Context: an optimization exercise on an open-source flow, tuned for small area. The choices shown serve that exercise and are no tape-out recipe.
The RTL was checked by simulation tests, not by an equivalence proof against the original design.
Power and IR drop assume default switching activity.

## flight_top
module flight_top (
    input  logic        clk100mhz,
    input  logic        btnC,
    input  logic [15:0] sw,
    output logic [15:0] led
);
Size in the first run: about 130 flip-flops, about 34 I/O pins, about 4000 sq um of cells after synthesis.
export LEC_CHECK = 0
export CAP_MARGIN = 20
export CORE_MARGIN = 2
export CORE_UTILIZATION = 40
export CTS_BUF_LIST = sky130_fd_sc_hd__clkbuf_8
export CTS_CLUSTER_DIAMETER = 100
export CTS_CLUSTER_SIZE = 40
export SLEW_MARGIN = 20
create_clock -name core_clock -period 10.0 [get_ports {clk100mhz}]
run.sh (not shown) runs the stock make flow with config.mk's settings and CLKGATE_MAP_FILE= SYNTH_SCRIPT=/design/flow/synth_recipe.tcl, a recipe that flattens the netlist after the stock synthesis.
Then changed:
- CTS_BUF_LIST: sky130_fd_sc_hd__clkbuf_8 -> unset
- CTS_CLUSTER_DIAMETER: 100 -> unset
- CTS_CLUSTER_SIZE: 40 -> unset
What happened: The new run finished clean; synthesized area stays the same; routed wire length increases by 4.7%; setup slack is worse by 0.0063 ns.
Then changed:
==> flow/flow/run.sh (new file) <==
#!/bin/bash
# Standard layout, with small port buffers and a clock tree without dummy loads.
set -euo pipefail
bash standard.sh finish \
  BUFFER_PORTS_ARGS="-buffer_cell sky130_fd_sc_hd__buf_1" \
  CTS_ARGS="-sink_clustering_enable -repair_clock_nets -dont_use_dummy_load -sink_clustering_size 20 -sink_clustering_max_diameter 60 -buf_list sky130_fd_sc_hd__clkbuf_4" \
  > make.log 2>&1
==> flow/standard.sh (new file) <==
#!/bin/bash
# synth_recipe.tcl (not shown) runs the flow's synth.tcl, then flattens the netlist and writes it again
# the make line also repeats each setting of config.mk as NAME=value (left out here)
make -C /OpenROAD-flow-scripts/flow DESIGN_CONFIG=/design/flow/config.mk WORK_HOME=/design/flow/orfs CLKGATE_MAP_FILE= SYNTH_SCRIPT=/design/flow/synth_recipe.tcl "${@:-finish}"
- CORE_UTILIZATION: 40 -> 75
- PLACE_DENSITY: unset -> 0.85
removed: flow/run.sh
The new run ran to the end with no violations.
Clock skew rises by 0.043 ns.
Hold slack got worse by 0.013 ns.
Wire length falls by 2.0%.
Setup slack got worse by 0.14 ns.
Then changed:
==> flow/run.sh (new file) <==
#!/bin/bash
# synth_recipe.tcl (not shown) runs the flow's synth.tcl, then flattens the netlist and writes it again
# the make line also repeats each setting of config.mk as NAME=value (left out here)
make -C /OpenROAD-flow-scripts/flow DESIGN_CONFIG=/design/flow/config.mk WORK_HOME=/design/flow/orfs CLKGATE_MAP_FILE= SYNTH_SCRIPT=/design/flow/synth_recipe.tcl finish
- CORE_UTILIZATION: 75 -> 40
- CTS_BUF_LIST: unset -> sky130_fd_sc_hd__clkbuf_4
- CTS_CLUSTER_DIAMETER: unset -> 60
- CTS_CLUSTER_SIZE: unset -> 20
- PLACE_DENSITY: 0.85 -> unset
removed: flow/flow/run.sh
removed: flow/standard.sh
After rerunning: Clock power climbs by 95%; die area climbs by 82%; non-clock buffer count stays the same; flip-flop and latch count stays the same; sequential share of layout area drops by 5.6 points; cell count climbs by 18%; worst setup slack improved by 0.14 ns; first-iteration DRC count drops by 13%; worst hold slack improved by 0.011 ns; routed wire length drops by 2.8%.
Then changed:
==> flow/flow/run.sh (new file) <==
#!/bin/bash
# Standard layout, with small port buffers and a clock tree without dummy loads.
set -euo pipefail
bash standard.sh finish \
  BUFFER_PORTS_ARGS="-buffer_cell sky130_fd_sc_hd__buf_1" \
  CTS_ARGS="-sink_clustering_enable -repair_clock_nets -dont_use_dummy_load -sink_clustering_size 32 -sink_clustering_max_diameter 100 -buf_list sky130_fd_sc_hd__clkbuf_8" \
  > make.log 2>&1
==> flow/standard.sh (new file) <==
#!/bin/bash
# synth_recipe.tcl (not shown) runs the flow's synth.tcl, then flattens the netlist and writes it again
# the make line also repeats each setting of config.mk as NAME=value (left out here)
make -C /OpenROAD-flow-scripts/flow DESIGN_CONFIG=/design/flow/config.mk WORK_HOME=/design/flow/orfs CLKGATE_MAP_FILE= SYNTH_SCRIPT=/design/flow/synth_recipe.tcl "${@:-finish}"
- CTS_BUF_LIST: sky130_fd_sc_hd__clkbuf_4 -> unset
- CTS_CLUSTER_DIAMETER: 60 -> unset
- CTS_CLUSTER_SIZE: 20 -> unset
removed: flow/run.sh
Hold slack degrades by 0.025 ns. Utilization went down by 2.3 points. Global-route usage stays flat. Final area went down by 4.9%. Clock-buffer cell count does not change. First-iteration DRC count went down by 16%. Critical path depth stays the same. Total power went down by 13%. Setup slack improves by 0.072 ns.

-- port drivers added, routing unchanged --
The flow's constraints put no driver on any port. The routed layouts listed below were extracted and timed again, unchanged, in two steps. Step 1 (the two cells are an assumption about what drives the block):
set clk [get_ports {clk100mhz}]
set_driving_cell -lib_cell sky130_fd_sc_hd__clkbuf_16 $clk
set_driving_cell -lib_cell sky130_fd_sc_hd__buf_2 [delete_from_list [all_inputs] $clk]
Step 2 adds t to the input delays and takes it off the output delays; t is the mean of the earliest and latest rising clock arrival at the registers after step 1. Input paths then give back, and output paths get back, about the clock's delay inside the block. a / b / c = no drivers / after step 1 / after step 2; a / b = the first two.
run	t (ns)	setup slack, ns	slew at the worst register clock pin (ns)	cell pins on the clock port's net
the first run	0.440	6.499 / 6.499 / 6.499	0.08 / 0.08	1
the second run	0.530	6.492 / 6.492 / 6.492	0.06 / 0.06	1
the third run	0.501	6.355 / 6.355 / 6.355	0.11 / 0.11	1
the fourth run	0.511	6.496 / 6.496 / 6.496	0.13 / 0.13	1
the fifth run	0.429	6.568 / 6.568 / 6.568	0.08 / 0.08	1
After both steps every run listed still meets setup and hold.
